Context: an optimization exercise on an open-source flow, tuned for small area, a short achievable clock period and few clock cycles per item. The choices shown serve that exercise and are no tape-out recipe.
In this exercise RTL edits were held to simulation tests only and were not proved equivalent to the original.

==> inputs of run a <==
==> flow/design.v <==
module acn_reg #(parameter W = 1, parameter ON = 1) (
	input clk,
	input en,
	input [W-1:0] d,
	output [W-1:0] q
);
generate
	if (ON) begin : r
		reg [W-1:0] q_r;
		always @(posedge clk)
			if (en) q_r <= d;
		assign q = q_r;
	end else begin : w
		assign q = d;
	end
endgenerate
endmodule
module acn_divc #(parameter D = 3, parameter N = 20) (
	input [N-1:0] x,
	output [N-1:0] q,
	output [2:0] r
);
localparam L = clog2f(N);
wire [2:0] pv [0:L][0:N-1];
genvar l, k;
generate
	for (k = 0; k < N; k = k + 1) begin : init
		assign pv[0][k] = {2'b00, x[N-1-k]};
	end
	for (l = 0; l < L; l = l + 1) begin : lev
		for (k = 0; k < N; k = k + 1) begin : node
			if ((k >> l) & 1) begin : comb
				localparam integer J = ((k >> l) << l) - 1;
				localparam integer M = pow2mod(k - J);
				assign pv[l+1][k] = addmod(mulmod(pv[l][J], M), pv[l][k]);
			end else begin : pass
				assign pv[l+1][k] = pv[l][k];
			end
		end
	end
	for (k = 0; k < N; k = k + 1) begin : qbits
		if (k == 0) begin : first
			assign q[N-1] = (x[N-1] >= D);
		end else begin : rest
			wire [3:0] tw = {pv[L][k-1], 1'b0} + x[N-1-k];
			assign q[N-1-k] = (tw >= D);
		end
	end
endgenerate
assign r = pv[L][N-1];
function [2:0] addmod;
	input [2:0] a;
	input [2:0] b;
	integer i;
	begin
		addmod = 3'd0;
		for (i = 0; i < D * D; i = i + 1)
			if (a == i / D && b == i % D) addmod = (i / D + i % D) % D;
	end
endfunction
function [2:0] mulmod;
	input [2:0] a;
	input integer m;
	integer i;
	begin
		mulmod = 3'd0;
		for (i = 0; i < D; i = i + 1)
			if (a == i) mulmod = (i * m) % D;
	end
endfunction
function integer pow2mod;
	input integer e;
	integer i;
	begin
		pow2mod = 1;
		for (i = 0; i < e; i = i + 1)
			pow2mod = (pow2mod * 2) % D;
	end
endfunction
function integer clog2f;
	input integer v;
	integer t;
	begin
		t = v - 1;
		for (clog2f = 0; t > 0; clog2f = clog2f + 1)
			t = t >> 1;
	end
endfunction
endmodule
module admm_check_node (
	input clk,
	input reset,
	input ready_in,
	input valid_in,
	input [7:0] tag_in,
	input [54:0] messages_in,
	input [54:0] duals_in,
	output busy,
	output ready_out,
	output valid_out,
	output [7:0] tag_out,
	output checkNotSatisfied,
	output [54:0] messages_out,
	output [54:0] duals_out
);
localparam C1 = 1;  
localparam C2 = 1;  
localparam C3 = 1;  
localparam C4 = 1;  
localparam C5 = 1;  
localparam C6 = 1;  
localparam C7 = 1;  
localparam NS = C1 + C2 + C3 + C4 + C5 + C6 + C7;
wire en = ready_in;
assign ready_out = ready_in;
reg [NS-1:0] vld;
always @(posedge clk or posedge reset)
	if (reset) vld <= {NS{1'b0}};
	else if (en) vld <= {vld[NS-2:0], valid_in};
assign valid_out = vld[NS-1] & ready_in;
assign busy = |vld;
genvar g, h;
wire [79:0] v0_flat;
wire [4:0] xs;
generate
	for (g = 0; g < 5; g = g + 1) begin : s1
		wire [10:0] x = messages_in[11*g +: 11];
		wire [10:0] l = duals_in[11*g +: 11];
		assign v0_flat[16*g +: 16] = {{5{x[10]}}, x} + {l[10], l, 4'b0000};
		assign xs[g] = x[10];
	end
endgenerate
wire cns0 = ^(~xs);
wire [79:0] v1_flat;
wire [8:0] tg1;
acn_reg #(80, C1) r1v (clk, en, v0_flat, v1_flat);
acn_reg #(9, C1) r1t (clk, en, {tag_in, cns0}, tg1);
wire [9:0] a1 [0:4];
wire [4:0] f0;
generate
	for (g = 0; g < 5; g = g + 1) begin : s2
		wire signed [15:0] v = v1_flat[16*g +: 16];
		wire big = (v >= 16'sd512) | (v <= -16'sd512);
		wire [9:0] nv = -v[9:0];
		assign a1[g] = big ? 10'd512 : (v[15] ? nv : v[9:0]);
		assign f0[g] = ~v[15] & (|v);
	end
endgenerate
wire [4:0] amin;
assign amin[0] = (a1[0] <= a1[1]) & (a1[0] <= a1[2]) & (a1[0] <= a1[3]) & (a1[0] <= a1[4]);
assign amin[1] = (a1[1] <  a1[0]) & (a1[1] <= a1[2]) & (a1[1] <= a1[3]) & (a1[1] <= a1[4]);
assign amin[2] = (a1[2] <  a1[0]) & (a1[2] <  a1[1]) & (a1[2] <= a1[3]) & (a1[2] <= a1[4]);
assign amin[3] = (a1[3] <  a1[0]) & (a1[3] <  a1[1]) & (a1[3] <  a1[2]) & (a1[3] <= a1[4]);
assign amin[4] = (a1[4] <  a1[0]) & (a1[4] <  a1[1]) & (a1[4] <  a1[2]) & (a1[4] <  a1[3]);
wire flip = ~(^f0);
wire [4:0] f1 = f0 ^ ({5{flip}} & amin);
wire [79:0] t1_flat;
generate
	for (g = 0; g < 5; g = g + 1) begin : s2t
		wire [15:0] v = v1_flat[16*g +: 16];
		assign t1_flat[16*g +: 16] = f1[g] ? -v : v;
	end
endgenerate
wire [79:0] t2_flat;
wire [4:0] f2;
wire [8:0] tg2;
acn_reg #(80, C2) r2v (clk, en, t1_flat, t2_flat);
acn_reg #(5, C2) r2f (clk, en, f1, f2);
acn_reg #(9, C2) r2t (clk, en, tg1, tg2);
wire [9:0] ge;
generate
	for (g = 0; g < 5; g = g + 1) begin : s3
		for (h = g + 1; h < 5; h = h + 1) begin : c
			wire signed [15:0] ti = t2_flat[16*g +: 16];
			wire signed [15:0] tj = t2_flat[16*h +: 16];
			assign ge[pidx(g, h)] = ti >= tj;
		end
	end
endgenerate
wire [2:0] rk [0:4];
generate
	for (g = 0; g < 5; g = g + 1) begin : s3r
		wire [4:0] bef;
		for (h = 0; h < 5; h = h + 1) begin : b
			if (h < g) begin : lo
				assign bef[h] = ge[pidx(h, g)];
			end else if (h > g) begin : hi
				assign bef[h] = ~ge[pidx(g, h)];
			end else begin : eq
				assign bef[h] = 1'b0;
			end
		end
		assign rk[g] = bef[0] + bef[1] + bef[2] + bef[3] + bef[4];
	end
endgenerate
wire [79:0] s2_flat;
generate
	for (g = 0; g < 5; g = g + 1) begin : s3s
		wire [15:0] m0 = {16{rk[0] == g}} & t2_flat[0 +: 16];
		wire [15:0] m1 = {16{rk[1] == g}} & t2_flat[16 +: 16];
		wire [15:0] m2 = {16{rk[2] == g}} & t2_flat[32 +: 16];
		wire [15:0] m3 = {16{rk[3] == g}} & t2_flat[48 +: 16];
		wire [15:0] m4 = {16{rk[4] == g}} & t2_flat[64 +: 16];
		assign s2_flat[16*g +: 16] = m0 | m1 | m2 | m3 | m4;
	end
endgenerate
wire [79:0] t3_flat;
wire [79:0] s3_flat;
wire [4:0] f3;
wire [8:0] tg3;
acn_reg #(80, C3) r3v (clk, en, t2_flat, t3_flat);
acn_reg #(80, C3) r3s (clk, en, s2_flat, s3_flat);
acn_reg #(5, C3) r3f (clk, en, f2, f3);
acn_reg #(9, C3) r3t (clk, en, tg2, tg3);
wire signed [15:0] s [0:4];
generate
	for (g = 0; g < 5; g = g + 1) begin : s4s
		assign s[g] = s3_flat[16*g +: 16];
	end
endgenerate
wire signed [18:0] N0 = 19'sd1024 - s[0];
wire signed [18:0] N1 = 19'sd1024 - s[0] - s[1];
wire signed [18:0] N2 = 19'sd1024 - s[0] - s[1] - s[2];
wire signed [18:0] N3 = 19'sd1024 - s[0] - s[1] - s[2] - s[3];
wire signed [18:0] N4 = 19'sd1024 - s[0] - s[1] - s[2] - s[3] - s[4];
wire signed [19:0] u1 = s[0] - s[1];
wire signed [19:0] u2 = s[0] + s[1] - 2 * s[2];
wire signed [19:0] u3 = s[0] + s[1] + s[2] - 3 * s[3];
wire signed [19:0] u4 = s[0] + s[1] + s[2] + s[3] - 4 * s[4];
wire [4:1] gt = {u4 < 20'sd1024, u3 < 20'sd1024, u2 < 20'sd1024, u1 < 20'sd1024};
wire [4:0] kh = {gt[4], gt[3] & ~gt[4], gt[2] & ~gt[3], gt[1] & ~gt[2], ~gt[1]};  
wire [18:0] Pn = ({19{kh[0]}} & N0) | ({19{kh[1]}} & N1) | ({19{kh[2]}} & N2) |
                 ({19{kh[3]}} & N3) | ({19{kh[4]}} & N4);  
wire signed [10:0] ct [0:4];
generate
	for (g = 0; g < 5; g = g + 1) begin : s4c
		wire signed [15:0] t = t3_flat[16*g +: 16];
		assign ct[g] = (t <= -16'sd512) ? -11'sd512 : (t >= 16'sd512) ? 11'sd512 : t[10:0];
	end
endgenerate
wire signed [13:0] csum = ct[0] + ct[1] + ct[2] + ct[3] + ct[4];
wire sel4 = csum >= -14'sd1536;
wire [79:0] t4_flat;
wire [4:0] f4;
wire [8:0] tg4;
wire [18:0] Pn4;
wire [4:0] kh4;
wire sel5;
acn_reg #(80, C4) r4v (clk, en, t3_flat, t4_flat);
acn_reg #(5, C4) r4f (clk, en, f3, f4);
acn_reg #(9, C4) r4t (clk, en, tg3, tg4);
acn_reg #(19, C4) r4p (clk, en, Pn, Pn4);
acn_reg #(5, C4) r4k (clk, en, kh, kh4);
acn_reg #(1, C4) r4s (clk, en, sel4, sel5);
wire [19:0] q3;
wire [2:0] m3;
wire [20:0] q5;
wire [2:0] m5;
acn_divc #(3, 20) dv3 ({1'b1, ~Pn4[18], Pn4[17:0]}, q3, m3);
acn_divc #(5, 21) dv5 ({2'b10, ~Pn4[18], Pn4[17:0]}, q5, m5);
wire [18:0] fl3 = {~q3[18], q3[17:0]};
wire [18:0] fl5 = {~q5[18], q5[17:0]};
wire [18:0] Dv = ({19{kh4[0]}} & Pn4) | ({19{kh4[1]}} & {Pn4[18], Pn4[18:1]}) | ({19{kh4[2]}} & fl3) |
                 ({19{kh4[3]}} & {{2{Pn4[18]}}, Pn4[18:2]}) | ({19{kh4[4]}} & fl5);
reg [5:0] ntl;  
always @* begin
	ntl = 6'd0;
	if (kh4[1]) ntl = {Pn4[0], 5'd0};
	if (kh4[3]) ntl = {Pn4[1:0], 4'd0};
	if (kh4[2]) case (m3[1:0]) 2'd1: ntl = 6'd21; 2'd2: ntl = 6'd43; default: ntl = 6'd0; endcase
	if (kh4[4]) case (m5) 3'd1: ntl = 6'd13; 3'd2: ntl = 6'd26; 3'd3: ntl = 6'd38; 3'd4: ntl = 6'd51; default: ntl = 6'd0; endcase
end
wire [79:0] t5_flat;
wire [4:0] f5;
wire [8:0] tg5;
wire [18:0] Dv5;
wire [5:0] ntl5;
wire sel6;
acn_reg #(80, C5) r5v (clk, en, t4_flat, t5_flat);
acn_reg #(5, C5) r5f (clk, en, f4, f5);
acn_reg #(9, C5) r5t (clk, en, tg4, tg5);
acn_reg #(19, C5) r5d (clk, en, Dv, Dv5);
acn_reg #(6, C5) r5n (clk, en, ntl, ntl5);
acn_reg #(1, C5) r5s (clk, en, sel5, sel6);
wire [4:0] lo = ntl5[5:1];
wire [4:0] lo_p = lo + ntl5[0];
wire c_p = ntl5[0] & (&lo);
wire [4:0] lo_n = -lo;
wire c_n = ~(|lo);
wire [54:0] ui6;
wire [4:0] clip6;
wire [79:0] v6_flat;
generate
	for (g = 0; g < 5; g = g + 1) begin : s6
		wire signed [15:0] t = t5_flat[16*g +: 16];
		wire signed [18:0] dv = Dv5;
		wire signed [18:0] J = t + dv;
		wire y16 = J < 19'sd512;
		wire f = f5[g];
		wire [10:0] U = {y16, ~J[9], J[8:0]} ^ {11{f}};
		assign ui6[11*g +: 11] = U + (f ? c_n : c_p);
		assign clip6[g] = J[18];
		assign v6_flat[16*g +: 16] = f ? -t : t;
	end
endgenerate
wire [54:0] ui7;
wire [4:0] clip7;
wire [79:0] v7_flat;
wire [4:0] f7;
wire [8:0] tg7;
wire [4:0] lop7, lon7;
wire sel7;
acn_reg #(55, C6) r6u (clk, en, ui6, ui7);
acn_reg #(5, C6) r6c (clk, en, clip6, clip7);
acn_reg #(80, C6) r6v (clk, en, v6_flat, v7_flat);
acn_reg #(5, C6) r6f (clk, en, f5, f7);
acn_reg #(9, C6) r6t (clk, en, tg5, tg7);
acn_reg #(10, C6) r6l (clk, en, {lo_p, lo_n}, {lop7, lon7});
acn_reg #(1, C6) r6s (clk, en, sel6, sel7);
wire [54:0] dual7, msg7;
generate
	for (g = 0; g < 5; g = g + 1) begin : s7
		wire f = f7[g];
		wire [15:0] sr = clip7[g] ? {~f, 15'h4000} : {ui7[11*g +: 11], f ? lon7 : lop7};
		wire signed [15:0] v = v7_flat[16*g +: 16];
		wire signed [10:0] c = (v <= -16'sd512) ? -11'sd512 : (v >= 16'sd512) ? 11'sd512 : v[10:0];
		wire [15:0] z = sel7 ? {c, 5'b00000} : sr;
		wire signed [10:0] zh = z[15:5];
		wire nz = |z[4:0];
		wire signed [1:0] nzs = {1'b0, nz};
		wire signed [11:0] zh4 = z[15:4];
		wire zz4 = ~(|z[3:0]);
		wire signed [16:0] N = v - zh + 17'sd8 - nzs;
		wire signed [16:0] G = zh4 - v + 17'sd8;
		assign dual7[11*g +: 11] = (N >= 17'sd16376) ? 11'h3ff :
		                           ((N <= -17'sd16361) | ((N == -17'sd16360) & ~nz)) ? 11'h401 : N[14:4];
		assign msg7[11*g +: 11] = (G >= 17'sd16376) ? 11'h3ff :
		                          ((G <= -17'sd16361) | ((G == -17'sd16360) & zz4)) ? 11'h401 : G[14:4];
	end
endgenerate
acn_reg #(55, C7) r7d (clk, en, dual7, duals_out);
acn_reg #(55, C7) r7m (clk, en, msg7, messages_out);
acn_reg #(9, C7) r7t (clk, en, tg7, {tag_out, checkNotSatisfied});
function integer pidx;
	input integer i;
	input integer j;
	begin
		pidx = i * 4 - (i * (i - 1)) / 2 + (j - i - 1);
	end
endfunction
endmodule
==> flow/run.sh <==
#!/bin/bash
# synth_recipe.tcl (not shown) runs the flow's synth.tcl, then flattens the netlist and writes it again
# the make line also repeats each setting of config.mk as NAME=value (left out here)
make -C /OpenROAD-flow-scripts/flow DESIGN_CONFIG=/design/flow/config.mk WORK_HOME=/design/flow/orfs CLKGATE_MAP_FILE= SYNTH_SCRIPT=/design/flow/synth_recipe.tcl finish
==> flow/config.mk <==
export PLATFORM = sky130hd
export DESIGN_NAME = admm_check_node
export DESIGN_NICKNAME = admm_check_node
export VERILOG_FILES = /design/flow/design.v
export SDC_FILE = /design/flow/constraint.sdc
export NUM_CORES = 4
export LEC_CHECK = 0
export CAP_MARGIN = 20
export CORE_MARGIN = 2
export CORE_UTILIZATION = 40
export SLEW_MARGIN = 20
==> flow/constraint.sdc <==
create_clock -name core_clock -period 10.0 [get_ports {clk}]
set_input_delay 2.0000 -clock core_clock [delete_from_list [all_inputs] [get_ports {clk}]]
set_output_delay 2.0000 -clock core_clock [all_outputs]
set_load 0.01 [all_outputs]
==> inputs of run b, as changes to run a <==
==> flow/design.v, changed modules only <==
module admm_check_node (
	input clk,
	input reset,
	input ready_in,
	input valid_in,
	input [7:0] tag_in,
	input [54:0] messages_in,
	input [54:0] duals_in,
	output busy,
	output ready_out,
	output valid_out,
	output [7:0] tag_out,
	output checkNotSatisfied,
	output [54:0] messages_out,
	output [54:0] duals_out
);
localparam C1 = 1;  
localparam C2 = 1;  
localparam C3 = 1;  
localparam C4 = 1;  
localparam C5 = 1;  
localparam C6 = 1;  
localparam C7 = 1;  
localparam NS = C1 + C2 + C3 + C4 + C5 + C6 + C7;
wire en = ready_in;
assign ready_out = ready_in;
reg [NS-1:0] vld;
always @(posedge clk or posedge reset)
	if (reset) vld <= {NS{1'b0}};
	else if (en) vld <= {vld[NS-2:0], valid_in};
assign valid_out = vld[NS-1] & ready_in;
assign busy = |vld;
genvar g, h;
wire [79:0] v0_flat;
wire [4:0] xs;
generate
	for (g = 0; g < 5; g = g + 1) begin : s1
		wire [10:0] x = messages_in[11*g +: 11];
		wire [10:0] l = duals_in[11*g +: 11];
		assign v0_flat[16*g +: 16] = {{5{x[10]}}, x} + {l[10], l, 4'b0000};
		assign xs[g] = x[10];
	end
endgenerate
wire cns0 = ^(~xs);
wire [79:0] v1_flat;
wire [8:0] tg1;
acn_reg #(80, C1) r1v (clk, en, v0_flat, v1_flat);
acn_reg #(9, C1) r1t (clk, en, {tag_in, cns0}, tg1);
wire [9:0] a1 [0:4];
wire [4:0] f0;
generate
	for (g = 0; g < 5; g = g + 1) begin : s2
		wire signed [15:0] v = v1_flat[16*g +: 16];
		wire big = (v >= 16'sd512) | (v <= -16'sd512);
		wire [9:0] nv = -v[9:0];
		assign a1[g] = big ? 10'd512 : (v[15] ? nv : v[9:0]);
		assign f0[g] = ~v[15] & (|v);
	end
endgenerate
wire [4:0] amin;
assign amin[0] = (a1[0] <= a1[1]) & (a1[0] <= a1[2]) & (a1[0] <= a1[3]) & (a1[0] <= a1[4]);
assign amin[1] = (a1[1] <  a1[0]) & (a1[1] <= a1[2]) & (a1[1] <= a1[3]) & (a1[1] <= a1[4]);
assign amin[2] = (a1[2] <  a1[0]) & (a1[2] <  a1[1]) & (a1[2] <= a1[3]) & (a1[2] <= a1[4]);
assign amin[3] = (a1[3] <  a1[0]) & (a1[3] <  a1[1]) & (a1[3] <  a1[2]) & (a1[3] <= a1[4]);
assign amin[4] = (a1[4] <  a1[0]) & (a1[4] <  a1[1]) & (a1[4] <  a1[2]) & (a1[4] <  a1[3]);
wire flip = ~(^f0);
wire [4:0] f1 = f0 ^ ({5{flip}} & amin);
wire [79:0] t1_flat;
generate
	for (g = 0; g < 5; g = g + 1) begin : s2t
		wire [15:0] v = v1_flat[16*g +: 16];
		assign t1_flat[16*g +: 16] = f1[g] ? -v : v;
	end
endgenerate
wire [79:0] t2_flat;
wire [4:0] f2;
wire [8:0] tg2;
acn_reg #(80, C2) r2v (clk, en, t1_flat, t2_flat);
acn_reg #(5, C2) r2f (clk, en, f1, f2);
acn_reg #(9, C2) r2t (clk, en, tg1, tg2);
wire [9:0] ge2;
generate
	for (g = 0; g < 5; g = g + 1) begin : s3
		for (h = g + 1; h < 5; h = h + 1) begin : c
			wire signed [15:0] ti = t2_flat[16*g +: 16];
			wire signed [15:0] tj = t2_flat[16*h +: 16];
			assign ge2[pidx(g, h)] = ti >= tj;
		end
	end
endgenerate
wire [79:0] t3_flat;
wire [4:0] f3;
wire [8:0] tg3;
wire [9:0] ge3;
acn_reg #(80, C3) r3v (clk, en, t2_flat, t3_flat);
acn_reg #(5, C3) r3f (clk, en, f2, f3);
acn_reg #(9, C3) r3t (clk, en, tg2, tg3);
acn_reg #(10, C3) r3g (clk, en, ge2, ge3);
wire [2:0] rk [0:4];
generate
	for (g = 0; g < 5; g = g + 1) begin : s4r
		wire [4:0] bef;
		for (h = 0; h < 5; h = h + 1) begin : b
			if (h < g) begin : lo
				assign bef[h] = ge3[pidx(h, g)];
			end else if (h > g) begin : hi
				assign bef[h] = ~ge3[pidx(g, h)];
			end else begin : eq
				assign bef[h] = 1'b0;
			end
		end
		assign rk[g] = bef[0] + bef[1] + bef[2] + bef[3] + bef[4];
	end
endgenerate
wire signed [15:0] s [0:4];
generate
	for (g = 0; g < 5; g = g + 1) begin : s4s
		wire [15:0] m0 = {16{rk[0] == g}} & t3_flat[0 +: 16];
		wire [15:0] m1 = {16{rk[1] == g}} & t3_flat[16 +: 16];
		wire [15:0] m2 = {16{rk[2] == g}} & t3_flat[32 +: 16];
		wire [15:0] m3 = {16{rk[3] == g}} & t3_flat[48 +: 16];
		wire [15:0] m4 = {16{rk[4] == g}} & t3_flat[64 +: 16];
		assign s[g] = m0 | m1 | m2 | m3 | m4;
	end
endgenerate
wire signed [18:0] S1 = s[0] + s[1];
wire signed [18:0] S2 = s[0] + s[1] + s[2];
wire signed [18:0] S3 = s[0] + s[1] + s[2] + s[3];
wire signed [18:0] S4 = s[0] + s[1] + s[2] + s[3] + s[4];
wire signed [19:0] u1 = s[0] - s[1];
wire signed [19:0] u2 = s[0] + s[1] - 2 * s[2];
wire signed [19:0] u3 = s[0] + s[1] + s[2] - 3 * s[3];
wire signed [19:0] u4 = s[0] + s[1] + s[2] + s[3] - 4 * s[4];
wire [4:1] gt = {u4 < 20'sd1024, u3 < 20'sd1024, u2 < 20'sd1024, u1 < 20'sd1024};
wire [4:0] kh = {gt[4], gt[3] & ~gt[4], gt[2] & ~gt[3], gt[1] & ~gt[2], ~gt[1]};  
wire signed [18:0] S0 = s[0];
wire signed [18:0] SK = ({19{kh[0]}} & S0) | ({19{kh[1]}} & S1) | ({19{kh[2]}} & S2) |
                        ({19{kh[3]}} & S3) | ({19{kh[4]}} & S4);
wire [18:0] Pn = 19'sd1024 - SK;  
wire signed [10:0] ct [0:4];
generate
	for (g = 0; g < 5; g = g + 1) begin : s4c
		wire signed [15:0] t = t3_flat[16*g +: 16];
		assign ct[g] = (t <= -16'sd512) ? -11'sd512 : (t >= 16'sd512) ? 11'sd512 : t[10:0];
	end
endgenerate
wire signed [13:0] csum = ct[0] + ct[1] + ct[2] + ct[3] + ct[4];
wire sel4 = csum >= -14'sd1536;
wire [79:0] t4_flat;
wire [4:0] f4;
wire [8:0] tg4;
wire [18:0] Pn4;
wire [4:0] kh4;
wire sel5;
acn_reg #(80, C4) r4v (clk, en, t3_flat, t4_flat);
acn_reg #(5, C4) r4f (clk, en, f3, f4);
acn_reg #(9, C4) r4t (clk, en, tg3, tg4);
acn_reg #(19, C4) r4p (clk, en, Pn, Pn4);
acn_reg #(5, C4) r4k (clk, en, kh, kh4);
acn_reg #(1, C4) r4s (clk, en, sel4, sel5);
wire [19:0] q3;
wire [2:0] m3;
wire [20:0] q5;
wire [2:0] m5;
acn_divc #(3, 20) dv3 ({1'b1, ~Pn4[18], Pn4[17:0]}, q3, m3);
acn_divc #(5, 21) dv5 ({2'b10, ~Pn4[18], Pn4[17:0]}, q5, m5);
wire [18:0] fl3 = {~q3[18], q3[17:0]};
wire [18:0] fl5 = {~q5[18], q5[17:0]};
wire [18:0] Dv = ({19{kh4[0]}} & Pn4) | ({19{kh4[1]}} & {Pn4[18], Pn4[18:1]}) | ({19{kh4[2]}} & fl3) |
                 ({19{kh4[3]}} & {{2{Pn4[18]}}, Pn4[18:2]}) | ({19{kh4[4]}} & fl5);
reg [5:0] ntl;  
always @* begin
	ntl = 6'd0;
	if (kh4[1]) ntl = {Pn4[0], 5'd0};
	if (kh4[3]) ntl = {Pn4[1:0], 4'd0};
	if (kh4[2]) case (m3[1:0]) 2'd1: ntl = 6'd21; 2'd2: ntl = 6'd43; default: ntl = 6'd0; endcase
	if (kh4[4]) case (m5) 3'd1: ntl = 6'd13; 3'd2: ntl = 6'd26; 3'd3: ntl = 6'd38; 3'd4: ntl = 6'd51; default: ntl = 6'd0; endcase
end
wire [79:0] t5_flat;
wire [4:0] f5;
wire [8:0] tg5;
wire [18:0] Dv5;
wire [5:0] ntl5;
wire sel6;
acn_reg #(80, C5) r5v (clk, en, t4_flat, t5_flat);
acn_reg #(5, C5) r5f (clk, en, f4, f5);
acn_reg #(9, C5) r5t (clk, en, tg4, tg5);
acn_reg #(19, C5) r5d (clk, en, Dv, Dv5);
acn_reg #(6, C5) r5n (clk, en, ntl, ntl5);
acn_reg #(1, C5) r5s (clk, en, sel5, sel6);
wire [59:0] jb6;
wire [79:0] v6_flat;
generate
	for (g = 0; g < 5; g = g + 1) begin : s6
		wire signed [15:0] t = t5_flat[16*g +: 16];
		wire signed [18:0] dv = Dv5;
		wire signed [18:0] J = t + dv;
		wire clip = J[18];
		wire y16 = J < 19'sd512;
		assign jb6[12*g +: 12] = {clip, y16, J[9:0]};
		assign v6_flat[16*g +: 16] = f5[g] ? -t : t;
	end
endgenerate
wire [59:0] jb7;
wire [79:0] v7_flat;
wire [4:0] f7;
wire [8:0] tg7;
wire [5:0] ntl7;
wire sel7;
acn_reg #(60, C6) r6j (clk, en, jb6, jb7);
acn_reg #(80, C6) r6v (clk, en, v6_flat, v7_flat);
acn_reg #(5, C6) r6f (clk, en, f5, f7);
acn_reg #(9, C6) r6t (clk, en, tg5, tg7);
acn_reg #(6, C6) r6n (clk, en, ntl5, ntl7);
acn_reg #(1, C6) r6s (clk, en, sel6, sel7);
wire [4:0] lo = ntl7[5:1];
wire [4:0] lo_p = lo + ntl7[0];
wire c_p = ntl7[0] & (&lo);
wire [4:0] lo_n = -lo;
wire c_n = ~(|lo);
wire [54:0] dual7, msg7;
generate
	for (g = 0; g < 5; g = g + 1) begin : s7
		wire [11:0] jb = jb7[12*g +: 12];
		wire f = f7[g];
		wire [10:0] U = {jb[10], ~jb[9], jb[8:0]} ^ {11{f}};
		wire [10:0] Ui = U + (f ? c_n : c_p);
		wire [15:0] sr = jb[11] ? {~f, 15'h4000} : {Ui, f ? lo_n : lo_p};
		wire signed [15:0] v = v7_flat[16*g +: 16];
		wire signed [10:0] c = (v <= -16'sd512) ? -11'sd512 : (v >= 16'sd512) ? 11'sd512 : v[10:0];
		wire [15:0] z = sel7 ? {c, 5'b00000} : sr;
		wire signed [10:0] zh = z[15:5];
		wire nz = |z[4:0];
		wire signed [11:0] zh4 = z[15:4];
		wire zz4 = ~(|z[3:0]);
		wire signed [1:0] nzs = {1'b0, nz};
		wire signed [16:0] N = v - zh + 17'sd8 - nzs;
		wire signed [16:0] G = zh4 - v + 17'sd8;
		assign dual7[11*g +: 11] = (N >= 17'sd16376) ? 11'h3ff :
		                           ((N <= -17'sd16361) | ((N == -17'sd16360) & ~nz)) ? 11'h401 : N[14:4];
		assign msg7[11*g +: 11] = (G >= 17'sd16376) ? 11'h3ff :
		                          ((G <= -17'sd16361) | ((G == -17'sd16360) & zz4)) ? 11'h401 : G[14:4];
	end
endgenerate
acn_reg #(55, C7) r7d (clk, en, dual7, duals_out);
acn_reg #(55, C7) r7m (clk, en, msg7, messages_out);
acn_reg #(9, C7) r7t (clk, en, tg7, {tag_out, checkNotSatisfied});
function integer pidx;
	input integer i;
	input integer j;
	begin
		pidx = i * 4 - (i * (i - 1)) / 2 + (j - i - 1);
	end
endfunction
endmodule
==> impl_metrics.toml <==
[outcome]
status = "no timing/DRC/antenna violations"

[synthesis]
syn_nets = 9225
synth_compound_area_share_pct = 19.0
synth_simple_gate_area_share_pct = 13.1

[global_route]
grt_first_pass_wirelength_mm = 337
global_route.usage.met2_pct = 34.7

[final_layout]
seq-cell-share_pct = 31.0

[floorplanning]
dieArea_sq_um = 196000
die_h_um = 443

[sta]
finClkSkew_ns = 0.0522
clock.fmax_mhz = 116
grt_setup_unrepaired = "no"

[worst_setup_path]
rr_worst_depth = 29
That was run a.
==> impl_metrics.toml <==
[sta]
finClkSkew_ns = 0.0444
clock.fmax_mhz = 104

[global_route]
global_route.usage.met2_pct = 37.6
grt_first_pass_wirelength_mm = 330

[route]
drt_wl_total_mm = 215

[floorplanning]
dieArea_sq_um = 184000
die_h_um = 429

[worst_setup_path]
critPathLaunchType = "flop"

[final_layout]
seq-cell-share_pct = 30.0
numSequentialCells = 813

[synthesis]
syn_nets = 8895
synth_compound_area_share_pct = 18.8

[outcome]
status = "no timing/DRC/antenna violations"

[power_and_ir_drop]
That was run b.
Testbench counts of run a, summed over its fixed seeds: cycles 4,856, items 4,800.
Testbench counts of run b, summed over its fixed seeds: cycles 4,856, items 4,800.

-- what the ideal ports hide --
Ports are ideal in the flow. The routed layouts listed here were re-timed in OpenROAD. Step 1 assumes that a clkbuf_16 drives the clock port and a buf_2 every other input. Step 2 adds t to the input delays and takes it off the output delays; t is the mean of the earliest and latest rising clock arrival at the registers after step 1. Input paths then give back, and output paths get back, about the clock's delay inside the block. Slacks: no drivers / after step 1 / after step 2; pairs: no drivers / after step 1.
run | shift t [ns] | setup slack, ns | clock arrival spread, ns | worst register clock-pin slew, ns | pins driven straight from the clock port
run a | 0.806 | 1.416 / 1.416 / 1.416 | 0.059 / 0.059 | 0.07 / 0.07 | 1
run b | 0.845 | 0.355 / 0.355 / 0.355 | 0.050 / 0.050 | 0.07 / 0.07 | 1
After both steps setup and hold are still met in every run listed.
